This is an optimization exercise on Yosys and OpenROAD, whose aim is small area and a short achievable clock period, not a production implementation. In this exercise RTL edits were held to simulation tests only and were not proved equivalent to the original. Power is estimated from default activity; no workload was simulated.

Design user_logic, start of the top module:
module user_logic
(
  Bus2IP_Clk,
  Bus2IP_Reset,
  Bus2IP_Data,
  Bus2IP_BE,
  Bus2IP_RdCE,
  Bus2IP_WrCE,
  IP2Bus_Data,
  IP2Bus_RdAck,
  IP2Bus_WrAck,
  IP2Bus_Error
);
Settings: LEC_CHECK=0, ABC_AREA=1, CAP_MARGIN=20, CORE_MARGIN=2, CORE_UTILIZATION=40, SETUP_SLACK_MARGIN=4.6, SLEW_MARGIN=20, SYNTH_HIERARCHICAL=1, SYNTH_MINIMUM_KEEP_SIZE=0, TNS_END_PERCENT=5; clock period 8.5 ns.
standard.sh (not shown) runs the stock make flow with config.mk's settings and CLKGATE_MAP_FILE= SYNTH_SCRIPT=/design/flow/synth_recipe.tcl, a recipe that flattens the netlist after the stock synthesis.
==> flow/flow/run.sh <==
#!/bin/bash
# The standard layout, with every input and output port buffered by
# sky130_fd_sc_hd__buf_2 (buffer_ports' -buffer_cell) instead of the cell
# buffer_ports picks by itself. Everything else is the standard flow.
set -euo pipefail
bash standard.sh "BUFFER_PORTS_ARGS=-buffer_cell sky130_fd_sc_hd__buf_2" finish > standard.log 2>&1
Edit:
==> flow/flow/run.sh (replaced) <==
#!/bin/bash
# The standard layout, with every input and output port buffered by
# sky130_fd_sc_hd__buf_4 (buffer_ports' -buffer_cell) instead of the cell
# buffer_ports picks by itself. Everything else is the standard flow.
set -euo pipefail
bash standard.sh "BUFFER_PORTS_ARGS=-buffer_cell sky130_fd_sc_hd__buf_4" finish > standard.log 2>&1
Settings changed: SETUP_SLACK_MARGIN 4.6 to 4.
Result: The new run passed the timing, design-rule and antenna checks. Clock-buffer cell count is unchanged. Sequential cell count does not change. Final cell count went down by 3.3%. Final area drops by 8.0%. Total power decreases by 5.1%. Global-route usage climbs by 0.26 points. Wire length went down by 11%.


Setup of lane 1:
Another version of the RTL of user_logic (not shown whole).
Size in the first run: ~1600 cells after synthesis, ~160 flip-flops, roughly 79 I/O pins, about 16000 um^2 of cells after synthesis.
==> flow/config.mk <==
export PLATFORM = sky130hd
export DESIGN_NAME = user_logic
export DESIGN_NICKNAME = user_logic
export VERILOG_FILES = /design/flow/design.v
export SDC_FILE = /design/flow/constraint.sdc
export NUM_CORES = 4
export LEC_CHECK = 0
export ABC_AREA = 1
export CAP_MARGIN = 20
export CORE_MARGIN = 2
export CORE_UTILIZATION = 40
export CTS_BUF_LIST = sky130_fd_sc_hd__clkbuf_4 sky130_fd_sc_hd__clkbuf_8
export SETUP_SLACK_MARGIN = 4.2
export SLEW_MARGIN = 20
export SYNTH_HIERARCHICAL = 1
export SYNTH_MINIMUM_KEEP_SIZE = 0
export TNS_END_PERCENT = 5
==> flow/constraint.sdc <==
create_clock -name core_clock -period 8.5 [get_ports {Bus2IP_Clk}]
set_input_delay 1.7000 -clock core_clock [delete_from_list [all_inputs] [get_ports {Bus2IP_Clk}]]
set_output_delay 1.7000 -clock core_clock [all_outputs]
set_load 0.01 [all_outputs]
==> flow/flow/run.sh <==
#!/bin/bash
# The standard layout, with every input and output port buffered by
# sky130_fd_sc_hd__buf_2 (buffer_ports' -buffer_cell) instead of the cell
# buffer_ports picks by itself, and the buffers ABC put in at synthesis
# removed at floorplan (REMOVE_ABC_BUFFERS) so repair_design re-buffers only
# where needed. Everything else is the standard flow.
set -euo pipefail
bash standard.sh "BUFFER_PORTS_ARGS=-buffer_cell sky130_fd_sc_hd__buf_2" REMOVE_ABC_BUFFERS=1 finish > standard.log 2>&1
Having completed the whole flow, lane 1 delivered a layout that passed the timing, design-rule and antenna checks.
--- input diff lane 1..lane 2 ---
- SETUP_SLACK_MARGIN now 4.3, was 4.2
- PLACE_DENSITY now 0.7, previously not set
- CTS_BUF_LIST no longer set, was sky130_fd_sc_hd__clkbuf_4 sky130_fd_sc_hd__clkbuf_8
--- outcome ---
- Lane 2 finished all stages; the layout is clean.
- Measured against each other, lane 2 and lane 1 differ in total iterations of the first detailed-routing run, the lower figure coming from lane 1.
- The endpoint of the most critical setup path comes out IP2Bus_Data[3] in one run and IP2Bus_Data[30] in the other, namely in lane 1 and lane 2 respectively.
- Estimated wirelength of the detail-placed design in lane 2 is about 1.1% lower than in lane 1
- Compare lane 2 and lane 1 | fraction of layout cells with a size suffix above 1 higher: lane 2
For lane 3, these inputs were changed with respect to lane 2:
- a deleted PLACE_DENSITY that had been 0.7
- a change of TNS_END_PERCENT from 5 to 20
- an added CTS_BUF_LIST of sky130_fd_sc_hd__clkbuf_4 sky130_fd_sc_hd__clkbuf_8
Results
- Lane 3 went all the way through synthesis, placement and routing and the layout is clean on timing, DRC and antenna.
- From lane 3 to lane 2, post-synthesis register bit count did not move at all.
- Comparing lane 2 against lane 3, there is no change at all in count of max-cap constraint violations.
- Power share of the combinational group: lane 3 vs lane 2 up 1.9 points
- The sequential power of lane 3 and that of lane 2 are within noise of each other.
- Delta (lane 3 minus lane 2): flop-to-flop setup slack down 0.04 ns, met1 track demand over resource in global routing up 1.2 points.
Here is what was changed in the inputs of lane 4 compared with lane 3.
- CORE_UTILIZATION: 40 -> 30
- CTS_BUF_LIST: sky130_fd_sc_hd__clkbuf_4 sky130_fd_sc_hd__clkbuf_8 -> unset
- TNS_END_PERCENT: 20 -> 5
## What came out
- Every stage of the flow completed for lane 4, and the final layout passed the timing, design-rule and antenna checks.
- Relative to lane 3, total iterations of the first detailed-routing run has decreased by 1 in lane 4.
- On lane 4: combinational share of power is 2.9 points lower than what lane 3 gave.
- In the flow results for lane 4 and lane 3, the sequential share of layout area is smaller on lane 4.
- In the final design statistics, lane 4 uses more standard cells in total than lane 3.
- Against lane 3 as the reference, lane 4 delivers a higher number of setup buffers added after CTS.
- Worst path buffer plus inverter count ends up lower on lane 3.
Modified inputs, lane 5 compared to lane 4
- setting CTS_BUF_LIST to sky130_fd_sc_hd__clkbuf_4 sky130_fd_sc_hd__clkbuf_8 for the first time
- changing CORE_UTILIZATION from 30 to 40
- changing SETUP_SLACK_MARGIN from 4.3 to 4.4
Notes after the runs:
Taking lane 4 over lane 5, the total routed wirelength ratio works out to 1.05. Clock skew up 0.019 ns in lane 5 wrt lane 4. Lane 5 ended with more setup slack than lane 4.


try-nickel:
RTL: one of the versions met above, not the one the previous note started from.
For scale: roughly 1600 cells after synthesis.
// user_logic
module user_logic
(
  Bus2IP_Clk,
  Bus2IP_Reset,
  Bus2IP_Data,
  Bus2IP_BE,
  Bus2IP_RdCE,
  Bus2IP_WrCE,
  IP2Bus_Data,
  IP2Bus_RdAck,
  IP2Bus_WrAck,
  IP2Bus_Error
);
==> flow/config.mk <==
export PLATFORM = sky130hd
export DESIGN_NAME = user_logic
export DESIGN_NICKNAME = user_logic
export VERILOG_FILES = /design/flow/design.v
export SDC_FILE = /design/flow/constraint.sdc
export NUM_CORES = 4
export LEC_CHECK = 0
export ABC_AREA = 1
export CAP_MARGIN = 20
export CORE_MARGIN = 2
export CORE_UTILIZATION = 40
export SETUP_SLACK_MARGIN = 4
export SLEW_MARGIN = 20
export SYNTH_HIERARCHICAL = 1
export SYNTH_MINIMUM_KEEP_SIZE = 0
export TNS_END_PERCENT = 5
==> flow/constraint.sdc <==
create_clock -name core_clock -period 8.5 [get_ports {Bus2IP_Clk}]
set_input_delay 1.7000 -clock core_clock [delete_from_list [all_inputs] [get_ports {Bus2IP_Clk}]]
set_output_delay 1.7000 -clock core_clock [all_outputs]
set_load 0.01 [all_outputs]
==> flow/flow/run.sh <==
#!/bin/bash
# The standard layout, with every input and output port buffered by
# sky130_fd_sc_hd__buf_2 (buffer_ports' -buffer_cell) instead of the cell
# buffer_ports picks by itself. Everything else is the standard flow.
set -euo pipefail
bash standard.sh "BUFFER_PORTS_ARGS=-buffer_cell sky130_fd_sc_hd__buf_2" finish > standard.log 2>&1
Modified inputs, try-pepper compared to try-nickel
==> flow/run.sh (new file) <==
#!/bin/bash
# synth_recipe.tcl (not shown) runs the flow's synth.tcl, then flattens the netlist and writes it again
# the make line also repeats each setting of config.mk as NAME=value (left out here)
make -C /OpenROAD-flow-scripts/flow DESIGN_CONFIG=/design/flow/config.mk WORK_HOME=/design/flow/orfs CLKGATE_MAP_FILE= SYNTH_SCRIPT=/design/flow/synth_recipe.tcl finish
removed: flow/flow/run.sh
removed: flow/standard.sh
### Flow results
try-nickel finished all stages; the layout is clean.
try-pepper has completed all stages; timing, DRC and antenna checks passed.
On sequential fraction of total cell area, try-pepper and try-nickel are neck and neck.
Via count of the first global-routing pass: try-pepper > try-nickel
The library cell contributing the largest single delay on the critical path comes out sky130_fd_sc_hd__buf_16 in one run and sky130_fd_sc_hd__nor3_4 in the other, namely in try-nickel and try-pepper respectively.
Taking try-nickel as 1.0, try-pepper lands at 0.913 on first-iteration DRC count.
Diff try-nickel -> try-pepper: register-to-register slack went down 0.08 ns, cell area after placement went up about 2.4%, fmax went down 0.84%.
> inputs changed (try-pepper -> try-sierra)
Settings: SETUP_SLACK_MARGIN now 4.3, was 4.
==> flow/flow/run.sh (new file) <==
#!/bin/bash
# The standard layout, with every input and output port buffered by
# sky130_fd_sc_hd__buf_2 (buffer_ports' -buffer_cell) instead of the cell
# buffer_ports picks by itself. Everything else is the standard flow.
set -euo pipefail
bash standard.sh "BUFFER_PORTS_ARGS=-buffer_cell sky130_fd_sc_hd__buf_2" finish > standard.log 2>&1
==> flow/standard.sh (new file) <==
#!/bin/bash
# synth_recipe.tcl (not shown) runs the flow's synth.tcl, then flattens the netlist and writes it again
# the make line also repeats each setting of config.mk as NAME=value (left out here)
make -C /OpenROAD-flow-scripts/flow DESIGN_CONFIG=/design/flow/config.mk WORK_HOME=/design/flow/orfs CLKGATE_MAP_FILE= SYNTH_SCRIPT=/design/flow/synth_recipe.tcl "${@:-finish}"
removed: flow/run.sh
==> comparison <==
Sort try-pepper and try-sierra by setup slack, ascending, and try-pepper comes first.
On sequential cell count, try-pepper and try-sierra are neck and neck.
In the metrics for try-pepper and try-sierra, the one carrying the higher relative area change from synthesis to final layout is try-pepper.
A worst setup path endpoint of IP2Bus_Data[16] is what try-sierra shows, while IP2Bus_Data[10] belongs to try-pepper.

## separate check: timing with driven ports
The results above use ideal ports. As a check the final layouts listed here were re-extracted and re-timed, cells and wires unchanged. Step 1 assumes that a clkbuf_16 drives the clock port and a buf_2 every other input. Step 2 also shifts input and output timing later by t, the mid clock arrival at the registers, as if the neighbouring blocks saw the same clock. Three values: ideal ports, drivers, drivers and shift; two values: the first two.
| run | t (ns) | setup slack, ns | worst hold slack (ns) | clock arrival spread, ns | worst data-port slew with drivers (ns) |
|---|---|---|---|---|---|
| the first run of note 1 | 0.497 | 4.021 / 3.966 / 3.966 | 0.332 / 0.332 / 0.332 | 0.016 / 0.015 | 0.07 |
| the second run of note 1 | 0.506 | 3.988 / 3.961 / 3.961 | 0.330 / 0.330 / 0.330 | 0.013 / 0.013 | 0.07 |
| lane 1 | 0.550 | 4.104 / 4.070 / 4.070 | 0.335 / 0.335 / 0.335 | 0.030 / 0.030 | 0.07 |
| lane 2 | 0.494 | 4.240 / 4.025 / 4.025 | 0.330 / 0.330 / 0.330 | 0.016 / 0.015 | 0.29 |
| lane 3 | 0.551 | 4.213 / 4.081 / 4.081 | 0.335 / 0.335 / 0.335 | 0.031 / 0.031 | 0.13 |
| lane 4 | 0.514 | 4.074 / 4.026 / 4.026 | 0.330 / 0.330 / 0.330 | 0.012 / 0.011 | 0.06 |
| lane 5 | 0.542 | 4.192 / 4.116 / 4.116 | 0.335 / 0.335 / 0.335 | 0.031 / 0.031 | 0.08 |
| try-nickel | 0.500 | 4.001 / 3.960 / 3.960 | 0.329 / 0.329 / 0.329 | 0.014 / 0.014 | 0.06 |
| try-pepper | 0.508 | 3.963 / 3.942 / 3.942 | 0.331 / 0.331 / 0.331 | 0.015 / 0.015 | 0.10 |
| try-sierra | 0.501 | 4.024 / 3.985 / 3.985 | 0.331 / 0.331 / 0.331 | 0.010 / 0.010 | 0.09 |
After both steps every run listed still meets setup and hold. For lane 2, which loses most, drivers alone change the setup slack by -0.215 ns; drivers and shift together by -0.215 ns.
